What follows belongs to an exercise in optimizing a design on an open flow for small area; a production flow would make more cautious choices. Only simulation tests tie the RTL to the original design; equivalence was not proved. No activity file was given, so power comes from the tool's default toggle rates.

**flow/run.sh**
```bash
#!/bin/bash
# Layout flow: the standard synthesis; then its combinational logic is
# re-mapped for area (registers untouched): the reads of the RX and TX buffer
# storage are built from one-hot AND-OR cells (memread.py), the rest is
# re-mapped with an area-oriented ABC script (remap.tcl), and the result is
# checked against the standard netlist (eqnet.tcl, with the same registers).
# Then the standard layout, with clock tree synthesis run without dummy loads
# and with larger sink clusters, and the smallest buffer on the ports.
set -euo pipefail
W=$PWD
R=$W/orfs/results/$FLOW_PLATFORM/top/base
PLAT=$FLOW_HOME/platforms/$FLOW_PLATFORM
YOSYS=$(command -v yosys || echo $FLOW_HOME/../tools/install/yosys/bin/yosys)

# 1. standard synthesis only
bash standard.sh $R/1_2_yosys.v > synth.log 2>&1
cp $R/1_2_yosys.v $W/std_netlist.v

# 2. re-map
export LIBFILE=$PLAT/lib/sky130_fd_sc_hd__tt_025C_1v80.lib
export DONT_USE=$(sed -n '/DONT_USE_CELLS +=/,/^$/p' $PLAT/config.mk | grep -o 'sky130_fd_sc_hd__[a-z0-9_]*' | tr '\n' ' ')
export TOP=$FLOW_TOP ABCSCRIPT=$W/flow/area.abc
final=$W/std_netlist.v
if python3 $W/flow/memread.py $W/std_netlist.v $W/surg_netlist.v $W/memread_hm.v $W/memread_stub.v > memread.log 2>&1 \
   && STUB=$W/memread_stub.v NETLIST=$W/surg_netlist.v OUT=$W/surg_remap.v $YOSYS -c $W/flow/remap.tcl > remap_surg.log 2>&1 \
   && NETLIST=$W/surg_remap.v MODULE=$W/memread_hm.v OUT=$W/remap_netlist.v $YOSYS -c $W/flow/merge.tcl > merge.log 2>&1 \
   && A=$W/std_netlist.v B=$W/remap_netlist.v $YOSYS -c $W/flow/eqnet.tcl > eqnet.log 2>&1; then
  final=$W/remap_netlist.v
elif NETLIST=$W/std_netlist.v OUT=$W/remap_plain.v $YOSYS -c $W/flow/remap.tcl > remap_plain.log 2>&1 \
   && A=$W/std_netlist.v B=$W/remap_plain.v $YOSYS -c $W/flow/eqnet.tcl > eqnet_plain.log 2>&1; then
  final=$W/remap_plain.v
fi
echo "netlist: $final"
cp $final $R/1_2_yosys.v
touch $R/1_2_yosys.v

# 3. the rest of the standard layout
export BUFFER_PORTS_ARGS="-buffer_cell sky130_fd_sc_hd__buf_1"
export CTS_ARGS="-sink_clustering_enable -repair_clock_nets -dont_use_dummy_load -sink_clustering_size 25 -sink_clustering_max_diameter 80"
bash standard.sh > layout.log 2>&1
```
**flow/area.abc**
```
&get -n
&st
&deepsyn -T 180
&dch -f
&nf -p -R 1000 -F 8 -A 4 -E 100 -C 32
&st
&dch -f
&nf -p -R 1000 -F 8 -A 4 -E 100 -C 32
&put
topo
```
**flow/eqnet.tcl**
```tcl
# combinational equivalence of two netlists with the same registers
set lib $::env(LIBFILE)
yosys read_liberty -ignore_miss_func $lib
yosys read_verilog $::env(A)
yosys rename $::env(TOP) gold
yosys read_verilog $::env(B)
yosys rename $::env(TOP) gate
yosys hierarchy -check
yosys flatten
yosys opt_clean
yosys async2sync
yosys equiv_make gold gate equiv
yosys equiv_simple -seq 1
yosys equiv_status -assert
```
**flow/memread.py**
```python
#!/usr/bin/env python3
"""Replace the read logic of the RX and TX buffer storage with hand-mapped
one-hot AND-OR cells (a222oi groups and a NAND/NOR tree).

Usage: memread.py IN.v OUT.v MODULES.v STUBS.v

RX: rx_data[b] <= get_rx_data ? (OR_i sel_i & mem[i][b]) : rcv_data[b],
    sel_i = rv_q & (rp_q == i)
TX: data_out[b] <= OR_i sel_i & mem[i][b],  sel_i = rv & (rp == i)

The flops are found by instance name. The D inputs of the output flops are
rewired to the new modules; the old logic is left unconnected, so the next
synthesis step removes it.
"""
import re, sys

src, out, modf, stubf = sys.argv[1:5]
text = open(src).read()

inst_re = re.compile(r'^\s*(sky130_fd_sc_hd__\w+)\s+(\\\S+|\w+)\s*\((.*?)\);', re.S | re.M)
pin_re = re.compile(r'\.(\w+)\((.*?)\)\s*(?:,|$)', re.S)

q = {}      # flop instance base name -> Q net
dpos = {}   # (prefix, bit) -> (start, end) of the D connection text
targets = {'RXDBUFF.rx_data': 'rx', 'TXDBUFF.data_out': 'tx'}
for m in inst_re.finditer(text):
    name, body = m.group(2), m.group(3)
    if not name.startswith('\\'):
        continue
    base = name[1:].split('$')[0]
    p = {a: n.strip() for a, n in pin_re.findall(body)}
    if 'Q' in p:
        q[base] = p['Q']
    mm = re.match(r'(RXDBUFF\.rx_data|TXDBUFF\.data_out)\[(\d+)\]$', base)
    if mm:
        dm = re.search(r'\.D\((.*?)\)', body)
        dpos[(targets[mm.group(1)], int(mm.group(2)))] = (m.start(3) + dm.start(1), m.start(3) + dm.end(1))

def Q(name):
    n = q[name]
    return n + ' ' if n.startswith('\\') else n

def cat(nets):
    return '{' + ', '.join(reversed(nets)) + '}'

units = []
if any(k[0] == 'rx' for k in dpos):
    W = 32
    units.append(dict(tag='rx', W=W, mod='rxread_hm',
        mem=[[Q(f'RXDBUFF.mem[{i}][{b}]') for b in range(W)] for i in range(64)],
        rp=[Q(f'RXDBUFF.rp_q[{k}]') for k in range(6)], rv=Q('RXDBUFF.rv_q'),
        get=Q('BUS.get_rx_data'), rcv=[Q(f'RX.data_buffer.rcv_data[{b}]') for b in range(W)]))
if any(k[0] == 'tx' for k in dpos):
    W = 8
    units.append(dict(tag='tx', W=W, mod='txread_hm',
        mem=[[Q(f'TXDBUFF.mem[{i}][{b}]') for b in range(W)] for i in range(64)],
        rp=[Q(f'TXDBUFF.rp[{k}]') for k in range(6)], rv=Q('TXDBUFF.rv'), get=None, rcv=None))

# rewire the D inputs (from the end of the text, so positions stay valid)
for key in sorted(dpos, key=lambda k: dpos[k][0], reverse=True):
    s, e = dpos[key]
    text = text[:s] + f'{key[0]}read_d[{key[1]}]' + text[e:]

conn = ''
mods = []
stubs = []
for u in units:
    W, tag = u['W'], u['tag']
    assert sum(1 for k in dpos if k[0] == tag) == W
    flat = [u['mem'][i][b] for i in range(64) for b in range(W)]
    c = f'.d({tag}read_d), .mem({cat(flat)}), .rpq({cat(u["rp"])}), .rvq({u["rv"]})'
    ports = f'd, mem, rpq, rvq'
    decl = (f'  output [{W-1}:0] d;\n  input [{64*W-1}:0] mem;\n  input [5:0] rpq;\n  input rvq;\n')
    if u['get']:
        c += f', .get({u["get"]}), .rcv({cat(u["rcv"])})'
        ports += ', get, rcv'
        decl += f'  input get;\n  input [{W-1}:0] rcv;\n'
    conn += f'  wire [{W-1}:0] {tag}read_d;\n  {u["mod"]} u_{tag}read ({c});\n'
    hdr = f'module {u["mod"]}({ports});\n' + decl
    stubs.append('(* blackbox *)\n' + hdr + 'endmodule\n')

    L = [hdr]
    n = [0]
    def cell(t, **p):
        n[0] += 1
        L.append(f'  sky130_fd_sc_hd__{t} c{n[0]} ({", ".join(f".{k}({v})" for k, v in p.items())});\n')
    def wire(w):
        L.append(f'  wire {w};\n')
        return w
    # select decode: sel_i = rv & lo[i%8] & hi[i/8]
    nr = [wire(f'nr{k}') for k in range(6)]
    for k in range(6):
        cell('inv_1', A=f'rpq[{k}]', Y=nr[k])
    def bitv(k, v):
        return f'rpq[{k}]' if v else nr[k]
    nlo = [wire(f'nlo{j}') for j in range(8)]
    nhi = [wire(f'nhi{j}') for j in range(8)]
    for j in range(8):
        cell('nand3_1', A=bitv(0, j & 1), B=bitv(1, j >> 1 & 1), C=bitv(2, j >> 2 & 1), Y=nlo[j])
        cell('nand4_1', A='rvq', B=bitv(3, j & 1), C=bitv(4, j >> 1 & 1), D=bitv(5, j >> 2 & 1), Y=nhi[j])
    sel = [wire(f'sel{i}') for i in range(64)]
    for i in range(64):
        cell('nor2_1', A=nlo[i % 8], B=nhi[i // 8], Y=sel[i])
    if u['get']:
        ngt = wire('ngt')
        cell('inv_1', A='get', Y=ngt)
    def m(i, b):
        return f'mem[{i * W + b}]'
    for b in range(W):
        g = []
        for k in range(21):
            w = wire(f'g{b}_{k}')
            i = 3 * k
            cell('a222oi_1', A1=sel[i], A2=m(i, b), B1=sel[i + 1], B2=m(i + 1, b), C1=sel[i + 2], C2=m(i + 2, b), Y=w)
            g.append(w)
        w = wire(f'g{b}_21')
        cell('nand2_1', A=sel[63], B=m(63, b), Y=w)
        g.append(w)
        p = []
        for k in range(5):
            w = wire(f'p{b}_{k}')
            cell('nand4_1', A=g[4 * k], B=g[4 * k + 1], C=g[4 * k + 2], D=g[4 * k + 3], Y=w)
            p.append(w)
        w = wire(f'p{b}_5')
        cell('nand2_1', A=g[20], B=g[21], Y=w)
        p.append(w)
        q0 = wire(f'q{b}_0'); q1 = wire(f'q{b}_1')
        cell('nor3_1', A=p[0], B=p[1], C=p[2], Y=q0)
        cell('nor3_1', A=p[3], B=p[4], C=p[5], Y=q1)
        if u['get']:
            # d = get ? ~(q0 & q1) : rcv
            nrc = wire(f'nrcv{b}')
            cell('inv_1', A=f'rcv[{b}]', Y=nrc)
            cell('a32oi_1', A1='get', A2=q0, A3=q1, B1=ngt, B2=nrc, Y=f'd[{b}]')
        else:
            cell('nand2_1', A=q0, B=q1, Y=f'd[{b}]')
    L.append('endmodule\n')
    mods.append(''.join(L))

i = text.rindex('endmodule')
text = text[:i] + conn + text[i:]
open(out, 'w').write(text)
open(modf, 'w').write(''.join(mods))
open(stubf, 'w').write(''.join(stubs))
print('units:', [u['tag'] for u in units])
```
**flow/merge.tcl**
```tcl
# Put the hand-mapped module into the re-mapped netlist and flatten it.
yosys read_liberty -lib $::env(LIBFILE)
yosys read_verilog $::env(NETLIST) $::env(MODULE)
yosys hierarchy -top $::env(TOP)
yosys flatten
yosys opt_clean -purge
yosys tee -o $::env(OUT).stat stat -liberty $::env(LIBFILE)
yosys check -assert -mapped
yosys write_verilog -noattr -nohex -nodec $::env(OUT)
```
**flow/remap.tcl**
```tcl
# Re-map the combinational logic of the standard synthesis netlist with an
# area-oriented ABC script. Register instances (names and cell types) are kept.
set lib $::env(LIBFILE)
yosys read_liberty -ignore_miss_func $lib
yosys blackbox sky130_fd_sc_hd__df* sky130_fd_sc_hd__edf* sky130_fd_sc_hd__sdf* sky130_fd_sc_hd__sedf* sky130_fd_sc_hd__dl*
if {[info exists ::env(STUB)]} { yosys read_verilog $::env(STUB) }
yosys read_verilog $::env(NETLIST)
yosys hierarchy -top $::env(TOP)
yosys flatten
yosys opt_clean -purge
yosys techmap
yosys opt -fast
set du {}
foreach c $::env(DONT_USE) { lappend du -dont_use $c }
yosys abc -script $::env(ABCSCRIPT) -liberty $lib {*}$du
yosys read_liberty -lib -overwrite $lib
yosys splitnets
yosys opt_clean -purge
yosys hilomap -singleton -hicell sky130_fd_sc_hd__conb_1 HI -locell sky130_fd_sc_hd__conb_1 LO
yosys tee -o $::env(OUT).stat stat -liberty $lib
yosys check -assert -mapped
yosys write_verilog -noattr -nohex -nodec $::env(OUT)
```
**standard.sh**
```bash
#!/bin/bash
# synth_recipe.tcl (not shown) runs the flow's synth.tcl, then flattens the netlist and writes it again
# the make line also repeats each setting of config.mk as NAME=value (left out here)
make -C /OpenROAD-flow-scripts/flow DESIGN_CONFIG=/design/flow/config.mk WORK_HOME=/design/flow/orfs CLKGATE_MAP_FILE= SYNTH_SCRIPT=/design/flow/synth_recipe.tcl "${@:-finish}"
```
**config.mk**
```make
export PLATFORM = sky130hd
export DESIGN_NAME = top
export DESIGN_NICKNAME = top
export VERILOG_FILES = /design/flow/design.v
export SDC_FILE = /design/flow/constraint.sdc
export NUM_CORES = 8
export LEC_CHECK = 0
export CAP_MARGIN = 20
export CORE_MARGIN = 2
export CORE_UTILIZATION = 70
export PLACE_DENSITY = 0.8
export SLEW_MARGIN = 20
```
**constraint.sdc**
```tcl
create_clock -name core_clock -period 10.0 [get_ports {clk}]
set_input_delay 2.0000 -clock core_clock [delete_from_list [all_inputs] [get_ports {clk}]]
set_output_delay 2.0000 -clock core_clock [all_outputs]
set_load 0.01 [all_outputs]
```
**design.v**
```verilog
module flex_counter
#(
    parameter  NUM_CNT_BITS = 4
)
(
    input logic clk, n_rst, clear, count_enable,
    input logic [NUM_CNT_BITS-1 : 0] rollover_val,
    output logic [NUM_CNT_BITS-1 : 0] count_out,
    output logic rollover_flag
);
    logic next_rollover_flag;
    logic [NUM_CNT_BITS-1 : 0] next_count_out;
    always_ff @ (posedge clk, negedge n_rst) begin
        if(n_rst == 0) begin
            count_out <= 0;
            rollover_flag <= 0;
        end
        else begin
            count_out <= next_count_out;
            rollover_flag <= next_rollover_flag;
        end
    end
    always_comb begin
        if(clear) begin
            next_count_out = 0;
        end
        else begin
            if(count_enable) begin
                if(count_out == rollover_val) begin
                    next_count_out = 1;
                end
                else begin
                    next_count_out = count_out + 1;
                end
            end
            else begin
                next_count_out = count_out;
            end
        end
    end
    always_comb begin
        if(clear) begin
            next_rollover_flag = 0;
        end
        else begin
            if(rollover_val == next_count_out) begin
                next_rollover_flag = 1;
            end
            else begin
                next_rollover_flag = 0;
            end
        end
    end
endmodule
module sync_high
(
    input logic clk, n_rst, async_in,
    output logic sync_out
);
    logic temp;
    always_ff @( posedge clk, negedge n_rst ) begin : Synchronizer
        if(n_rst == 1'b0) begin
            sync_out <= 1'b1;
            temp <= 1'b1;
        end
        else begin
            temp <= async_in;
            sync_out <= temp;
        end
    end
endmodule
module sync_low
(
    input logic clk, n_rst, async_in,
    output logic sync_out
);
    logic temp;
    always_ff @( posedge clk, negedge n_rst ) begin : Synchronizer
        if(n_rst == 1'b0) begin
            sync_out <= 1'b0;
            temp <= 1'b0;
        end
        else begin
            temp <= async_in;
            sync_out <= temp;
        end
    end
endmodule
module eop_detector
(
    input logic clk, n_rst, dp_sync, dm_sync,
    output logic eop
);
    assign eop = (!dm_sync && !dp_sync);
endmodule
module edge_detector
(
    input logic clk, n_rst, dp_sync,
    output logic d_edge
);
    logic dp_temp;
    assign d_edge = (!dp_sync & dp_temp);
    always_ff @( posedge clk, negedge n_rst ) begin : Synchronizer
        if(n_rst == 1'b0) begin
            dp_temp <= 1'b1;
        end
        else begin
            dp_temp <= dp_sync;
        end
    end
endmodule
module decoder
(
    input logic clk, n_rst, dp_sync, eop, shift_enable,
    output logic d_orig
);
    logic temp_mid, temp_end, next_temp_end;
    assign d_orig = !(temp_mid ^ temp_end);
    always_ff @( posedge clk, negedge n_rst ) begin : Synchronizer
        if(n_rst == 1'b0) begin
            temp_mid <= 1'b1;
            temp_end <= 1'b1;
        end
        else begin
            temp_mid <= dp_sync;
            temp_end <= next_temp_end;
        end
    end
    always_comb begin
        if(shift_enable) begin
            if(eop) begin
                next_temp_end = 1'b1;
            end
            else begin
                next_temp_end = temp_mid;
            end
        end
        else begin
            next_temp_end = temp_end;
        end
    end
endmodule
module timer
(   
    input logic clk, n_rst, d_edge, rcving,
    output logic shift_enable, byte_received
);
    logic nxt_shift_enable;
    logic [3:0] count, nxt_count;
    always_ff @( posedge clk, negedge n_rst ) begin
        if(!n_rst) begin
            count <= 4'd5;
            shift_enable <= 1'b0;
        end
        else begin
            count <= nxt_count;
            shift_enable <= nxt_shift_enable;
        end
    end
    always_comb begin
        nxt_count = count;
        if(d_edge) begin
            nxt_count = 4'd5;
        end
        else if(rcving) begin
            if(count == 4'd8)begin
                nxt_count = 4'd1;
            end
            else begin
                nxt_count = count + 4'd1;
            end
        end
    end
    always_comb begin
        nxt_shift_enable = 1'b0;
        if(d_edge) begin
            nxt_shift_enable = 1'b0;
        end
        else if(nxt_count == 4'd8) begin
            nxt_shift_enable = 1'b1;
        end
        else begin
            nxt_shift_enable = 1'b0;
        end
    end
    flex_counter #( .NUM_CNT_BITS(4)) bit_counter (.clk(clk), .n_rst(n_rst), .clear(byte_received || !rcving), .count_enable(shift_enable), .rollover_val(4'd8), 
                                .rollover_flag(byte_received), .count_out());
endmodule
module shift_register
(
    input logic clk, n_rst, d_orig, shift_enable,
    output logic [7:0] data
);
    always_ff @(posedge clk) begin
        if (shift_enable) data <= {d_orig, data[7:1]};
    end
endmodule
module rcu (
    input logic clk, n_rst, d_edge, eop, shift_enable, byte_received, buff_full,
    input logic [5:0] buffer_occupancy,
    input logic [7:0] data, 
    output logic rcving, w_enable, r_error, flush, data_en, buff_clear, data_ready,
    output logic [2:0] pid
);
    localparam SYNC_BYTE = 8'b10000000;
    typedef enum logic [4:0] { IDLE, EIDLE, SYNC, PID_CHK, DATA_RCV, DATA_LOAD, LOAD_WAIT, BUFF_CLEAR, INC_PCKT, ERR, EOP_WAIT, EEOP_WAIT, ADDR_CHK, ENDP1, ENDP2, ENDP_CHK, CRC_RCV, DATA_READY, PRE_EOP_WAIT } states;
    states state, nxt_state;
    logic nxt_w_enable, nxt_r_error, nxt_flush, nxt_data_en, nxt_buff_clear, nxt_data_ready;
    logic [2:0] nxt_pid;
    always_ff @( posedge clk, negedge n_rst ) begin
        if(!n_rst) begin
            state <= IDLE;
            w_enable <= 0;
            r_error <= 0;
            flush <= 0;
            data_en <= 0;
            buff_clear <= 0;
            data_ready <= 0;
            pid <= 3'b0;
        end
        else begin
            state <= nxt_state;
            w_enable <= nxt_w_enable;
            r_error <= nxt_r_error;
            flush <= nxt_flush;
            data_en <= nxt_data_en;
            buff_clear <= nxt_buff_clear;
            data_ready <= nxt_data_ready;
            pid <= nxt_pid;
        end
    end
    always_comb begin
        nxt_state = state;
        case(state) 
            IDLE: if(d_edge) nxt_state = SYNC;
            EIDLE: if(d_edge) nxt_state = SYNC;
            SYNC: begin
                if((eop && shift_enable)) nxt_state = EOP_WAIT;
                else if((data == SYNC_BYTE) && byte_received) nxt_state = PID_CHK;
                else if((data != SYNC_BYTE) && byte_received) nxt_state = ERR;
            end
            PID_CHK: begin
                if(byte_received) begin
                    if((data[3:0] == 4'b0011) || (data[3:0] == 4'b1011)) nxt_state = DATA_RCV;
                    else if((data[3:0] == 4'b0001) || (data[3:0] == 4'b1001)) nxt_state = ADDR_CHK;
                    else if((data[3:0] == 4'b0010) || (data[3:0] == 4'b1010) || (data[3:0] == 4'b1110)) nxt_state = PRE_EOP_WAIT;
                    else nxt_state = ERR;
                end
            end
            DATA_RCV:begin
                if(eop && byte_received) nxt_state = DATA_LOAD;
                else if(eop && shift_enable) nxt_state = INC_PCKT;
                else if(buff_full) nxt_state = DATA_LOAD;
            end
            DATA_LOAD: begin
                if(eop && shift_enable) nxt_state = EOP_WAIT;
                else nxt_state = LOAD_WAIT;
            end
            LOAD_WAIT: if(shift_enable) nxt_state = BUFF_CLEAR;
            BUFF_CLEAR: begin
                if(eop) nxt_state = EOP_WAIT;
                else if(shift_enable) nxt_state = DATA_RCV;
            end
            INC_PCKT: if(eop && shift_enable) nxt_state = EIDLE;
            ERR: if(eop && shift_enable) nxt_state = EEOP_WAIT;
            PRE_EOP_WAIT: begin
                if(!eop && shift_enable) nxt_state = ERR;
                else if(eop && shift_enable) nxt_state = EOP_WAIT;
            end
            EOP_WAIT: begin
                if(!eop && shift_enable) nxt_state = ERR;
                else if(eop && shift_enable) nxt_state = DATA_READY;
            end
            EEOP_WAIT: begin
                if(!eop && shift_enable) nxt_state = ERR;
                else if(eop && shift_enable) nxt_state = EIDLE;
            end
            ADDR_CHK: begin
                if(byte_received && (data == 8'b0)) nxt_state = ENDP1;
                else if(byte_received && !(data == 8'b0)) nxt_state = ERR;
            end
            ENDP1: if(shift_enable) nxt_state = ENDP2;
            ENDP2: if(shift_enable) nxt_state = ENDP_CHK;
            ENDP_CHK: begin
                if(shift_enable) begin
                    if((data[7:5] == 3'b0)) nxt_state = CRC_RCV;
                    else nxt_state = ERR;
                end 
            end
            CRC_RCV: if(eop && shift_enable) nxt_state = EOP_WAIT;
            DATA_READY: nxt_state = IDLE;
        endcase
    end
    always_comb begin
        nxt_data_en = 1'b0;
        nxt_buff_clear = 1'b0;
        nxt_data_ready = 1'b0;
        nxt_pid = pid;
        rcving = 1'b1;
        nxt_w_enable = w_enable;
        nxt_r_error = r_error;
        nxt_flush = flush;
        case(state)
            IDLE: begin
                rcving = 1'b0;
                nxt_w_enable = 1'b0;
                nxt_r_error = 1'b0;
                nxt_flush = 1'b0;
                nxt_pid = 3'b0;
            end
            EIDLE: begin
                rcving = 1'b0;
                nxt_w_enable = 1'b0;
                nxt_r_error = 1'b1;
                nxt_flush = 1'b0;
                nxt_pid = 3'b0;
            end
            SYNC: begin
                rcving = 1'b1;
                nxt_w_enable = 1'b0;
                nxt_r_error = 1'b0;
                nxt_flush = 1'b1;
                nxt_pid = 3'b0;
            end
            PID_CHK: begin
                rcving = 1'b1;
                nxt_w_enable = 1'b0;
                nxt_r_error = 1'b0;
                nxt_flush = 1'b0;
                if(byte_received) begin
                    case(data[3:0])
                        4'b0001: nxt_pid = 3'b001;
                        4'b1001: nxt_pid = 3'b010;
                        4'b0011: nxt_pid = 3'b011;
                        4'b1011: nxt_pid = 3'b100;
                        4'b0010: nxt_pid = 3'b101;
                        4'b1010: nxt_pid = 3'b110;
                        4'b1110: nxt_pid = 3'b111;
                        default: nxt_pid = 3'b000;
                    endcase
                end
            end
            DATA_RCV: begin
                rcving = 1'b1;
                nxt_w_enable = 1'b0;
                nxt_r_error = 1'b0;
                nxt_flush = 1'b0;
                nxt_pid = pid;
                nxt_data_en = 1'b1;
            end
            DATA_LOAD: begin
                rcving = 1'b1;
                nxt_w_enable = 1'b1;
                nxt_r_error = 1'b0;
                nxt_flush = 1'b0;
                nxt_pid = pid;
                nxt_data_en = 1'b1;
            end
            LOAD_WAIT: nxt_w_enable = 1'b0;
            BUFF_CLEAR: nxt_buff_clear = 1'b1;
            ERR: begin
                rcving = 1'b1;
                nxt_w_enable = 1'b0;
                nxt_r_error = 1'b1;
                nxt_flush = 1'b0;
                nxt_pid = pid;
            end
            INC_PCKT: begin
                rcving = 1'b1;
                nxt_w_enable = 1'b1;
                nxt_r_error = 1'b1;
                nxt_flush = 1'b0;
                nxt_pid = pid;
            end
            EOP_WAIT: begin
                rcving = 1'b1;
                nxt_w_enable = 1'b0;
                nxt_r_error = 1'b0;
                nxt_flush = 1'b0;
                nxt_pid = pid;
            end
            EEOP_WAIT: begin
                rcving = 1'b1;
                nxt_w_enable = 1'b0;
                nxt_r_error = 1'b1;
                nxt_flush = 1'b0;
                nxt_pid = pid;
            end
            CRC_RCV: begin
                rcving = 1'b1;
                nxt_w_enable = 1'b0;
                nxt_r_error = 1'b0;
                nxt_flush = 1'b0;
                nxt_pid = pid;
            end
            DATA_READY: nxt_data_ready = 1'b1;
        endcase
    end
endmodule
module rx_data_buffer
(
    input logic clk, n_rst, byte_received, data_en, buff_clear,
    input logic [7:0] data,
    output logic buff_full,
    output logic [31:0] rcv_data
);
    logic [2:0] count, nxt_count;
    logic [31:0] nxt_rcv_data;
    always_ff @( posedge clk, negedge n_rst ) begin : Synchronizer
        if(n_rst == 1'b0) begin
            rcv_data <= 32'b0;
            count <= 3'b0;
        end
        else begin
            rcv_data <= nxt_rcv_data;
            count <= nxt_count;
        end
    end
    always_comb begin
        nxt_rcv_data = rcv_data;
        if(byte_received && data_en) begin
            nxt_rcv_data = {data, rcv_data[31:8]};
        end
        else if(buff_clear) begin
            nxt_rcv_data = 32'b0;
        end
    end
    always_comb begin
        buff_full = 1'b0;
        if(count == 3'd4) begin
            buff_full = 1'b1;
        end
    end
    always_comb begin
        nxt_count = count;
        if(byte_received && data_en) begin
            nxt_count = count + 1;
        end
        else if(count == 3'd4) begin
            nxt_count = 2'b0;
        end
    end
endmodule
module usb_receiver(
    input logic clk, n_rst, dp_i, dm_i, 
    input logic [5:0] buffer_occupancy,
    output logic w_enable, rcving, r_error, flush, data_ready,
    output logic [2:0] pid,
    output logic [31:0] rcv_data
);
    logic dp_sync, dm_sync, eop, d_orig, d_edge, shift_enable, byte_received, buff_full, data_en, buff_clear;
    logic [7:0] data;
    sync_high high_synchonizer ( .clk(clk), .n_rst(n_rst), .async_in(dp_i), .sync_out(dp_sync) );
    sync_low low_synchonizer ( .clk(clk), .n_rst(n_rst), .async_in(dm_i), .sync_out(dm_sync) );
    eop_detector eop_detc ( .clk(clk), .n_rst(n_rst), .dp_sync(dp_sync), .dm_sync(dm_sync), .eop(eop) );
    edge_detector edge_detc ( .clk(clk), .n_rst(n_rst), .dp_sync(dp_sync), .d_edge(d_edge) );
    decoder decode ( .clk(clk), .n_rst(n_rst), .dp_sync(dp_sync), .eop(eop), .shift_enable(shift_enable), .d_orig(d_orig) );
    timer time_block ( .clk(clk), .n_rst(n_rst), .d_edge(d_edge), .rcving(rcving), .shift_enable(shift_enable), .byte_received(byte_received) );
    shift_register shift_reg ( .clk(clk), .n_rst(n_rst), .d_orig(d_orig), .shift_enable(shift_enable), .data(data) );
    rcu controller ( .clk(clk), .n_rst(n_rst), .d_edge(d_edge), .eop(eop), .shift_enable(shift_enable), .byte_received(byte_received), .buff_full(buff_full), .data(data), .data_ready(data_ready),
                     .buffer_occupancy(buffer_occupancy), .rcving(rcving), .w_enable(w_enable), .buff_clear(buff_clear), .r_error(r_error), .flush(flush), .data_en(data_en), .pid(pid) );
    rx_data_buffer data_buffer ( .clk(clk), .n_rst(n_rst), .byte_received(byte_received), .data_en(data_en), .buff_clear(buff_clear), .data(data), .buff_full(buff_full), .rcv_data(rcv_data) );
endmodule
module usb_tx (
    input logic [5:0] buffer_occupancy,
    input logic clk, n_rst,
    input logic [7:0] tx_packet_data,
    input logic [2:0] tx_packet,
    output logic tx_transfer_active, tx_error, dplus_out, dminus_out, get_tx_packet_data
);
    logic busy, eop1;             
    logic dtype;                  
    logic [1:0] stg;              
    logic [5:0] ph;               
    logic [6:0] hcnt;             
    logic [1:0] held;             
    logic [1:0] pidc;             
    logic [1:0] enc;              
    wire cmd_ok = (tx_packet != 3'd0) && (tx_packet <= 3'd4);
    wire idle = !busy && !eop1;
    wire start = idle && cmd_ok;
    wire check = busy && (ph == 6'd1) && (stg[1] && (stg[0] || !dtype));
    wire send_eop = (check && (buffer_occupancy == 6'd0)) || eop1;
    assign tx_error = 1'b0;
    assign tx_transfer_active = busy || eop1;
    assign get_tx_packet_data = busy && (ph == 6'd63) && (stg != 2'd0);
    logic [7:0] cur_byte;
    always_comb begin
        case (stg)
            2'd0: cur_byte = 8'h80;
            2'd1: case (pidc)
                      2'd0: cur_byte = 8'b0000_0011;
                      2'd1: cur_byte = 8'b0000_0010;
                      2'd2: cur_byte = 8'b0000_1010;
                      default: cur_byte = 8'b0000_1110;
                  endcase
            default: cur_byte = tx_packet_data;
        endcase
    end
    wire sbit = cur_byte[ph[5:3]];
    wire tick = busy && (ph[2:0] == 3'd2);
    always_ff @(posedge clk) begin
        if (start) begin
            dtype <= (tx_packet == 3'd1);
            ph <= 6'd0;
            stg <= 2'd0;
        end else begin
            ph <= ph + 6'd1;
            if (ph == 6'd63 && stg != 2'd3) stg <= stg + 2'd1;
        end
        if (busy && ph == 6'd0 && stg == 2'd1) pidc <= held;
        if (cmd_ok && hcnt == 7'd0) held <= tx_packet[1:0] - 2'd1;
    end
    always_ff @(posedge clk, negedge n_rst) begin
        if (!n_rst) begin
            busy <= 1'b0;
            eop1 <= 1'b0;
            hcnt <= 7'd0;
            enc <= 2'd0;
        end else begin
            eop1 <= check && (buffer_occupancy == 6'd0);
            if (start) busy <= 1'b1;
            else if (check && (buffer_occupancy == 6'd0)) busy <= 1'b0;
            if (hcnt == 7'd0) begin
                if (cmd_ok) hcnt <= 7'd1;
            end else if (hcnt == 7'd70) hcnt <= 7'd0;
            else hcnt <= hcnt + 7'd1;
            case (enc)
                2'd0: if (tick) enc <= sbit ? 2'd2 : 2'd1;
                2'd1: if (send_eop) enc <= 2'd3; else if (!sbit && tick) enc <= 2'd2;
                2'd2: if (send_eop) enc <= 2'd3; else if (!sbit && tick) enc <= 2'd1;
                default: if (!send_eop) enc <= 2'd0;
            endcase
        end
    end
    assign dplus_out = (enc == 2'd0) || (enc == 2'd2);
    assign dminus_out = (enc == 2'd1);
endmodule
module data_buffer_tx #(parameter BW = 8) (
    input logic store_tx_data, clear, get_tx_packet_data, clk, n_rst,
    input logic [4*BW-1:0] tx_data,
    input logic [1:0] hsize,
    output logic [BW-1:0] tx_packet_data,
    output logic [5:0] buffer_occupancy
);
    logic [6:0] wp;
    logic [5:0] rp;
    logic lapped;
    logic [3:0] wf;
    logic [BW-1:0] data_out;
    logic [BW-1:0] mem [64];
    wire [5:0] wa = wp[5:0];
    wire full  = (rp == 6'd63);
    wire empty = (wp == 7'd0);
    wire wr_data = store_tx_data && (hsize != 2'd0);
    wire adv = wr_data && !full;
    wire rget = get_tx_packet_data && !full && !empty;
    wire [2:0] k = (hsize == 2'd3) ? 3'd4 : (hsize == 2'd2) ? 3'd2 : 3'd1;
    wire [6:0] wa_sum = {1'b0, wa} + {4'd0, k};
    wire lapped_n = lapped || wa_sum[6];
    logic [BW-1:0] lane [4];
    always_comb begin
        for (int m = 0; m < 4; m++) lane[m] = tx_data[BW * ((m - wa[1:0]) & 3) +: BW];
    end
    logic [63:0] woh, wen;
    always_comb begin
        woh = 64'd1 << wa;
        for (int j = 0; j < 64; j++)
            wen[j] = wr_data && (woh[j] || (hsize[1] && woh[(j + 63) % 64])
                                 || (hsize == 2'd3 && (woh[(j + 62) % 64] || woh[(j + 61) % 64])));
    end
    always_ff @(posedge clk) begin
        for (int j = 0; j < 64; j++) begin
            if (wen[j]) mem[j] <= lane[j & 3];
        end
    end
    logic rv;
    logic [63:0] rsel;
    logic [BW-1:0] rbyte;
    always_comb begin
        rsel = rv ? (64'd1 << rp) : 64'd0;
        rbyte = '0;
        for (int i = 0; i < 64; i++) rbyte = rbyte | ({BW{rsel[i]}} & mem[i]);
    end
    always_ff @(posedge clk) begin
        if (!clear) data_out <= rbyte;
        if (get_tx_packet_data) tx_packet_data <= data_out;
    end
    logic [6:0] wp_n;
    logic [5:0] rp_n;
    logic lapped_nx;
    logic [3:0] wf_n;
    always_comb begin
        wp_n = wp;
        rp_n = rp;
        lapped_nx = lapped;
        wf_n = wf;
        if (clear) begin
            wp_n = '0;
            rp_n = '0;
            lapped_nx = 1'b0;
            wf_n = '0;
        end else begin
            if (rget) rp_n = rp + 6'd1;
            if (adv) begin
                wp_n = wp + {4'd0, k};
                lapped_nx = lapped_n;
                for (int o = 0; o < 4; o++) begin
                    if (o + k < 4) wf_n[o] = wf[o + k];
                    else wf_n[o] = lapped_n || ({1'b0, wa_sum[5:0]} + 7'(o) >= 7'd64);
                end
            end else begin
                for (int o = 0; o < 4; o++) if (o < k) wf_n[o] = wr_data;
            end
        end
    end
    wire [5:0] ro_n = rp_n - wp_n[5:0];
    wire rvalid_n = (ro_n < 6'd4) ? wf_n[ro_n[1:0]] : (lapped_nx || (rp_n < wp_n[5:0]));
    always_ff @(posedge clk, negedge n_rst) begin
        if (!n_rst) begin
            wp <= '0;
            rp <= '0;
            lapped <= 1'b0;
            wf <= '0;
            rv <= 1'b0;
        end else begin
            wp <= wp_n;
            rp <= rp_n;
            lapped <= lapped_nx;
            wf <= wf_n;
            rv <= rvalid_n;
        end
    end
    logic [2:0] ev;
    always_comb begin
        if (clear) ev = 3'd6;
        else ev = (adv ? k : 3'd0) - {2'd0, rget};
    end
    localparam int DLY = 65;
    logic [2:0] dline [DLY];
    always_ff @(posedge clk) begin
        dline[0] <= ev;
        for (int i = 1; i < DLY; i++) dline[i] <= dline[i - 1];
    end
    logic [6:0] cnt;
    wire [2:0] old_ev = dline[DLY - 1];
    always_ff @(posedge clk, negedge n_rst) begin
        if (!n_rst) begin
            cnt <= '0;
            buffer_occupancy <= '0;
        end else begin
            if (cnt != 7'(DLY)) cnt <= cnt + 7'd1;
            else if (old_ev == 3'd6) buffer_occupancy <= '0;
            else buffer_occupancy <= buffer_occupancy + ((old_ev == 3'd7) ? 6'h3f : {3'd0, old_ev});
        end
    end
endmodule
module data_buffer_rx #(parameter DW = 32) (
    input logic get_rx_data, store_rx_packet_data, flush, clk, n_rst,
    input logic [DW-1:0] rx_packet_data,
    output logic [DW-1:0] rx_data,
    output logic [5:0] buffer_occupancy_rx
);
    logic [6:0] wp;
    logic [5:0] rp;
    logic lapped, wvalid;
    logic [5:0] rp_q;             
    logic rv_q;                   
    logic [5:0] wa_q;             
    logic we_q;                   
    logic [DW-1:0] mem [64];
    wire full  = (rp == 6'd63);
    wire empty = (wp == 7'd0);
    wire [5:0] wa = wp[5:0];
    wire advance = store_rx_packet_data && !full;
    wire rvalid = (rp == wa) ? wvalid : (lapped || (rp < wa));
    always_ff @(posedge clk) begin
        if (we_q) mem[wa_q] <= rx_packet_data;
        wa_q <= wa;
        we_q <= store_rx_packet_data && !flush;
        if (!flush) begin
            rp_q <= rp;
            rv_q <= rvalid;
        end
    end
    logic [63:0] rsel;
    logic [DW-1:0] data_out;
    always_comb begin
        rsel = rv_q ? (64'd1 << rp_q) : 64'd0;
        data_out = '0;
        for (int i = 0; i < 64; i++) data_out = data_out | ({DW{rsel[i]}} & mem[i]);
    end
    always_ff @(posedge clk, negedge n_rst) begin
        if (!n_rst) begin
            wp <= '0;
            rp <= '0;
            lapped <= 1'b0;
            wvalid <= 1'b0;
            rx_data <= '0;
        end else begin
            rx_data <= get_rx_data ? data_out : rx_packet_data;
            if (flush) begin
                wp <= '0;
                rp <= '0;
                lapped <= 1'b0;
                wvalid <= 1'b0;
            end else begin
                if (advance) begin
                    wp <= wp + 7'd1;
                    lapped <= lapped || (wa == 6'd63);
                    wvalid <= lapped || (wa == 6'd63);
                end else begin
                    wvalid <= store_rx_packet_data;
                end
                if (get_rx_data && !full && !empty) rp <= rp + 6'd1;
            end
        end
    end
    assign buffer_occupancy_rx = wa - rp;
endmodule
module ahb_lite_slave
(
    input logic clk,
    input logic n_rst,
    input logic hsel, hwrite,
    input logic [1:0] hsize, htrans,
    input logic [3:0] haddr,
    input logic [31:0] hwdata,
    input logic [2:0] rx_packet,
    input logic rx_data_ready, rx_transfer_active, rx_error,
    input logic tx_transfer_active, tx_error,
    input logic [5:0] buffer_occupancy,
    input logic [31:0] rx_data,
    output logic [31:0] hrdata,
    output logic hresp,
    output logic [1:0] hsize_out,
    output logic [2:0] tx_packet,
    output logic get_rx_data, store_tx_data, clear,
    output logic [31:0] tx_data,
    output logic d_mode
);
    logic reg_hsel, reg_hwrite;
    logic [1:0] reg_hsize;
    logic [3:0] reg_haddr;
    assign d_mode = 1'b0;
    wire wr = reg_hsel && reg_hwrite && (reg_hsize != 2'd0);
    wire wr_data = wr && (reg_haddr[3:2] == 2'b00);
    wire wr_ctrl = wr && (reg_haddr == 4'd12);
    wire wr_flush = wr && (reg_haddr == 4'd13);
    wire hw_hi_zero = (hwdata[31:3] == 29'd0);
    wire cmd_ok = hw_hi_zero && (hwdata[2:0] != 3'd0) && (hwdata[2:0] <= 3'd4);
    logic [3:0] lanes;
    always_comb begin
        case (reg_hsize)
            2'd3: lanes = 4'b1111;
            2'd2: lanes = reg_haddr[1] ? 4'b1100 : 4'b0011;
            2'd1: lanes = 4'b0001 << reg_haddr[1:0];
            default: lanes = 4'b0000;
        endcase
    end
    wire [31:0] wdata = (reg_hsize == 2'd3) ? hwdata :
                        (reg_hsize == 2'd2) ? {2{hwdata[15:0]}} : {4{hwdata[7:0]}};
    wire rd = hsel && !hwrite;
    wire raw = (reg_haddr == haddr) && reg_hwrite;
    wire [31:0] src = raw ? hwdata : rx_data;
    logic [3:0] pid_status;
    always_comb begin
        pid_status = 4'd0;
        case (rx_packet)
            3'b010: pid_status[0] = 1'b1;
            3'b001: pid_status[1] = 1'b1;
            3'b101: pid_status[2] = 1'b1;
            3'b110: pid_status[3] = 1'b1;
            default: ;
        endcase
    end
    logic [31:0] next_hrdata;
    always_comb begin
        next_hrdata = '0;
        if (rd && hsize != 2'd0) begin
            if (haddr[3:2] == 2'b00) begin
                case (hsize)
                    2'd3: next_hrdata = src;
                    2'd2: next_hrdata[15:0] = haddr[0] ? src[31:16] : src[15:0];
                    default: next_hrdata[7:0] = src[8 * haddr[1:0] +: 8];
                endcase
            end else if (haddr == 4'd12 || haddr == 4'd13) begin
                if (raw) next_hrdata = hwdata;
                else if (haddr[0]) next_hrdata[0] = clear;
                else next_hrdata[2:0] = tx_packet;
            end else if (!raw) begin
                case (haddr)
                    4'd4: next_hrdata[9:0] = (hsize == 2'd1) ? {5'b00000, pid_status, rx_data_ready}
                                                            : {tx_transfer_active, rx_transfer_active, 3'b000, pid_status, rx_data_ready};
                    4'd5: next_hrdata[9:0] = (hsize == 2'd1) ? {9'd0, tx_transfer_active}
                                                            : {tx_transfer_active, rx_transfer_active, 3'b000, pid_status, rx_data_ready};
                    4'd6: next_hrdata[7:0] = {tx_error, 6'b0, rx_error};
                    4'd7: next_hrdata[7:0] = (hsize == 2'd1) ? 8'd0 : {tx_error, 6'b0, rx_error};
                    4'd8: next_hrdata[5:0] = buffer_occupancy;
                    default: ;
                endcase
            end
        end
    end
    always_comb begin
        hresp = 1'b0;
        if (haddr == 4'd9 || haddr == 4'd10 || haddr == 4'd11 || haddr == 4'd14 || haddr == 4'd15) hresp = 1'b1;
        if (hwrite && haddr >= 4'd4 && haddr <= 4'd8) hresp = 1'b1;
    end
    always_ff @(posedge clk) begin
        reg_hsize <= hsize;
        reg_haddr <= haddr;
        hsize_out <= reg_hsize;
    end
    always_ff @(posedge clk, negedge n_rst) begin
        if (!n_rst) begin
            reg_hsel <= 1'b0;
            reg_hwrite <= 1'b0;
            hrdata <= '0;
            tx_packet <= '0;
            get_rx_data <= 1'b0;
            store_tx_data <= 1'b0;
            clear <= 1'b0;
            tx_data <= '0;
        end else begin
            reg_hsel <= hsel;
            reg_hwrite <= hwrite;
            hrdata <= next_hrdata;
            tx_packet <= (wr_ctrl && cmd_ok) ? hwdata[2:0] : 3'd0;
            store_tx_data <= wr_ctrl && hw_hi_zero && (hwdata[2:0] == 3'd1);
            get_rx_data <= rd && (haddr[3:2] == 2'b00);
            if (wr_flush) clear <= hwdata[0];
            for (int i = 0; i < 4; i++)
                if (wr_data && lanes[i]) tx_data[8 * i +: 8] <= wdata[8 * i +: 8];
        end
    end
endmodule
module top
(
	input logic clk, 
    input logic n_rst,
    input logic hsel, hwrite, 
    input logic [1:0] hsize, htrans,
    input logic [3:0] haddr, 
    input logic [31:0] hwdata,
    input logic dplus_i, dminus_i,
    output logic [31:0] hrdata,
    output logic hresp, d_mode,
    output logic dplus_o, dminus_o
);
logic [2:0] rx_packet;
logic rx_data_ready, rx_transfer_active, rx_error;
logic store_rx_packet, flush_rx2ahb;
logic [31:0] rx_packet_data;  
logic tx_error, tx_transfer_active;
logic get_tx_packet_data;
logic [2:0] tx_packet;
logic get_rx_data, store_tx_data;
logic [31:0] tx_data;
logic clear_ahb2buffer;
logic [31:0] rx_data;
logic [7:0] tx_packet_data;
logic [5:0] buffer_occupancy_rx;
logic [5:0] buffer_occupancy_tx;
logic [1:0] hsize_out;
ahb_lite_slave BUS( 
                .clk(clk), 
                .n_rst(n_rst), 
                .hsel(hsel), 
                .haddr(haddr), 
                .hsize(hsize), 
                .htrans(htrans), 
                .hwrite(hwrite), 
                .hwdata(hwdata), 
                .hrdata(hrdata), 
                .hresp(hresp),
                .rx_packet(rx_packet),
                .rx_data_ready(rx_data_ready),
                .rx_transfer_active(rx_transfer_active),
                .rx_error(rx_error),
                .tx_packet(tx_packet),
                .tx_transfer_active(tx_transfer_active),
                .tx_error(tx_error),
                .buffer_occupancy(buffer_occupancy_tx),
                .rx_data(rx_data),
                .get_rx_data(get_rx_data),
                .store_tx_data(store_tx_data),
                .tx_data(tx_data),
                .clear(clear_ahb2buffer),
                .hsize_out(hsize_out),
                .d_mode(d_mode)
                );
usb_receiver RX(    
                .clk(clk), 
                .n_rst(n_rst), 
                .dp_i(dplus_i), 
                .dm_i(dminus_i),
                .buffer_occupancy(buffer_occupancy_rx),
                .pid(rx_packet),
                .data_ready(rx_data_ready),
                .rcving(rx_transfer_active),
                .r_error(rx_error),                  
                .flush(flush_rx2ahb),
                .w_enable(store_rx_packet),
                .rcv_data(rx_packet_data)
                );
usb_tx TX(  
            .clk(clk), 
            .n_rst(n_rst),
            .dplus_out(dplus_o),
            .dminus_out(dminus_o),
            .tx_transfer_active(tx_transfer_active),
            .tx_error(tx_error),
            .tx_packet(tx_packet),
            .tx_packet_data(tx_packet_data),
            .get_tx_packet_data(get_tx_packet_data),
            .buffer_occupancy(buffer_occupancy_tx)
        );
data_buffer_tx TXDBUFF(       
                    .clk(clk), 
                    .n_rst(n_rst),
                    .store_tx_data(store_tx_data), 
                    .clear(clear_ahb2buffer), 
                    .get_tx_packet_data(get_tx_packet_data), 
                    .tx_packet_data(tx_packet_data),
                    .tx_data(tx_data),
                    .hsize(hsize_out),
                    .buffer_occupancy(buffer_occupancy_tx)
                    );
data_buffer_rx RXDBUFF(       
                    .clk(clk), 
                    .n_rst(n_rst),
                    .rx_data(rx_data),
                    .get_rx_data(get_rx_data), 
                    .store_rx_packet_data(store_rx_packet), 
                    .flush(flush_rx2ahb), 
                    .rx_packet_data(rx_packet_data),
                    .buffer_occupancy_rx(buffer_occupancy_rx)
                    );
endmodule
```
==> summary.md <==
| Metric | Value |
|---|---|
| Hold Path Class | reg -> reg |
| Hold Vio Cnt, Final | 0 |
| Internal | 17.17 mW |
| Initial Util | 0.7051 |
| CP required | 8000 ps |
| Comb power frac | 0.113 |
| Status | complete, no violations |
| Drt wl/cell | 36.06 um |
| Power Total | 23.04 mW |
| Place WS | 4577 ps |
| Max clock buf depth | 3 |
| CP Class | in -> out |
| # hold bufs at CTS | 0 |
| CP Capture Type | output pin |
| Via count | 62.14k |
| Clock power frac | 0.265 |
| Final GP Congestion | 0.9828 |
| Tcrit/Tclk final | 0.5469 |
| Number of DRC markers in iteration 0 | 14.70k |
| CTS H-tree depth | 4 |
| Max-Cap Viols | 0 |
| Design area | 114400 um^2 |
| # Post-CTS Setup Buffers | 0 |
| Vias in the first global route | 58.91k |
| Layout cells sized above 1 | 0.09088 |
| Leakage | 35.09 nW |
| WL final | 285800 um |
| Max IR drop VDD | 0.2108 mV |
| Final HPWL DP | 160800 um |
| Crit path launch type | input port |
| Synth warn | 16 |
| Clock Pin Slew Worst Setup and Hold Paths | 90 ps |
| # nets final | 5946 |
| CTS Buf Count | 142 |
| Highest clock rate | 182.9 MHz |
| Area growth syn-to-layout | 8.221% |
| Slew HR | 0.05234 |
| Die width | 392.6 um |
| Unrepaired setup endpoints after global routing | no |
| NetSw | 5.870 mW |
| Finished Core Util | 0.7630 |
| Flop pwr share | 0.621 |
| Post-Synthesis Cells | 5502 |
| Worst Path Max Fanout | 12 |
| Row cnt | 142 |
| Initial antenna violation count | 18 |
| Pins Over Slew Limit | 0 |
| First-pass DRT Iterations | 14 |
| Final Critical Period | 5469 ps |
| CTS tree | done |
| I/O Buffers | 78 |
| First-pass GRT wire length | 405600 um |
| Number of remaining DRC errors | 0 |
| Pin count of the biggest net entering global routing | 159 |
| Power Density | 201.4 nW/um^2 |
| Worst slew pin tran | 1411 ps |
| IO Count | 82 |
| Drt via density | 7.841 |
| Latest clock arrival within the worst-skew pair | 820 ps |
| Syn_nets | 5548 |
| Root Driver | clkbuf_16 |
| Sw Share | 0.2548 |
| Setup TNS | 0 ps |
| Post-Syn Area | 105700 um^2 |
| Layout Skew | 66.68 ps |
| Placed cell areas | 110700 um^2 |
| GRT overflow | 0 |
| Die area | 154200 um^2 |
| Die height | 392.6 um |
| Routed Antenna Nets | 0 |
| Sink Count | 3040 |
| Core footprint | 150000 um^2 |
| Gates resized, CTS repair | 0 |
| Arr. time, crit path | 3470 ps |
| Total track usage | 0.3708 |
| Setup slack after layout | 4531 ps |
| Setup violators final | 0 |
| Avg Cell Area, Syn | 19.22 um^2 |
==> flip-flops by register name, indices dropped and copies added, names as in the netlist, 5 cells and up <==
name	flops
TXDBUFF.data_out	8
RXDBUFF.mem	2048
RXDBUFF.wa_q	6
RX.shift_reg.data	8
TXDBUFF.mem	512
RX.controller.state	5
TXDBUFF.dline	195
BUS.hrdata	32
RX.data_buffer.rcv_data	32
RXDBUFF.rp_q	6
RXDBUFF.rp	6
TXDBUFF.buffer_occupancy	6
RXDBUFF.rx_data	32
TXDBUFF.cnt	7
TXDBUFF.rp	6
TXDBUFF.wp	7
RXDBUFF.wp	7
TXDBUFF.tx_packet_data	8
TX.hcnt	7
BUS.tx_data	32
TX.ph	6
==> path summary, 6_finish.rpt <==
kind,startpoint,to,slack [ps],cells past startpoint
max,haddr[1],hresp,4530,6
min,TXDBUFF.dline[51][0],TXDBUFF.dline[52][0],280,0
max reg2reg,TXDBUFF.wp[1],TXDBUFF.rv,5430,12
min reg2reg,TXDBUFF.dline[51][0],TXDBUFF.dline[52][0],280,0
max in group asynchronous,n_rst,RX.data_buffer.rcv_data[19],7580,2
min in group asynchronous,n_rst,TX.enc[0],1100,1
==> power groups by stage <==
stage,Clock (mW),Sequential (mW),Combinational (mW)
2_1_floorplan,0,14.5,1.02
3_3_place_gp,0,14.6,2.40
3_5_place_dp,0,14.6,2.45
4_1_cts,6.08,14.3,2.46
5_1_grt,6.47,14.3,2.57
6_report,6.11,14.3,2.61
==> worst max-delay path: stages <==
cell and delay, ps:
buf_1 430, clkinv_1 330, and3_1 250, nor2_1 160
o31a_1 150, buf_1 150
==> per-stage QoR <==
step           instances  hold slack (ps)
2_1_floorplan       5502            309.6
3_3_place_gp        7760            311.0
3_5_place_dp        7767            312.1
4_1_cts             7909            291.4
5_1_grt             7917            286.8
6_report            7925            283.2
==> per-layer routing <==
layer / track usage / part of all wire / up-vias
met5: 0 / 0.00018 / -
met4: 0.1891 / 0.057 / 8
met3: 0.09073 / 0.16 / 832
met2: 0.5716 / 0.47 / 5748
met1: 0.5016 / 0.31 / 30690
li1: - / - / 24860
==> cells in the final DEF (no fill, tap or decap), types with 18 or more instances in the layout <==
master and instances:
xnor2_1 19, inv_1 45, nand4_1 228, clkinv_1 40, o22ai_1 29, mux2i_1 23, clkbuf_16 142, nor2b_1 19
nor3_1 120, o21ai_0 52, a32oi_1 34, a222oi_1 852, dfrtp_1 186, buf_1 77, a21oi_1 64, nand3_1 41
dfxtp_1 218, mux4_2 34, nand2_1 203, nand2b_1 19, a22o_1 37, nor2_1 245, and3_1 18, dfrtp_2 33
nor2_2 61, buf_4 163, nor2_4 68, edfxtp_1 2596
==> final cells by class <==
cell class                      instances  area (um^2)
Inverter                               85        319.1
Sequential cell                      3040        88030
Fill cell                            8007        35540
Multi-Input combinational cell       2377        18160
Timing Repair Buffer                  254         1813
Clock buffer                          142         3553
Tap cell                             2016         2522
Antenna cell                           11        27.53

port drivers added, routing unchanged:
No port has a modelled driver above. Below, the same layout with a new extraction and two added sets of constraints.
Step 1 (the two cells are an assumption about what drives the block):
set clk [get_ports {clk}]
set_driving_cell -lib_cell sky130_fd_sc_hd__clkbuf_16 $clk
set_driving_cell -lib_cell sky130_fd_sc_hd__buf_2 [delete_from_list [all_inputs] $clk]
Step 2 times the ports against the registers' clock, not the clock port: input delays grow and output delays shrink by t, the midpoint of the rising clock arrivals with the driver on.
Three values: ideal ports, drivers, drivers and shift; two values: the first two.
t (ns): 0.877
setup slack, ns: 4.531 / 4.506 / 4.506
hold WS [ns]: 0.283 / 0.283 / 0.283
latest minus earliest clock arrival (ns): 0.089 / 0.089
worst register clock-pin slew, ns: 0.10 / 0.10
After both steps setup and hold are still met in this run. The setup slack of this run moves by -0.025 ns with the drivers and by -0.025 ns with both steps.
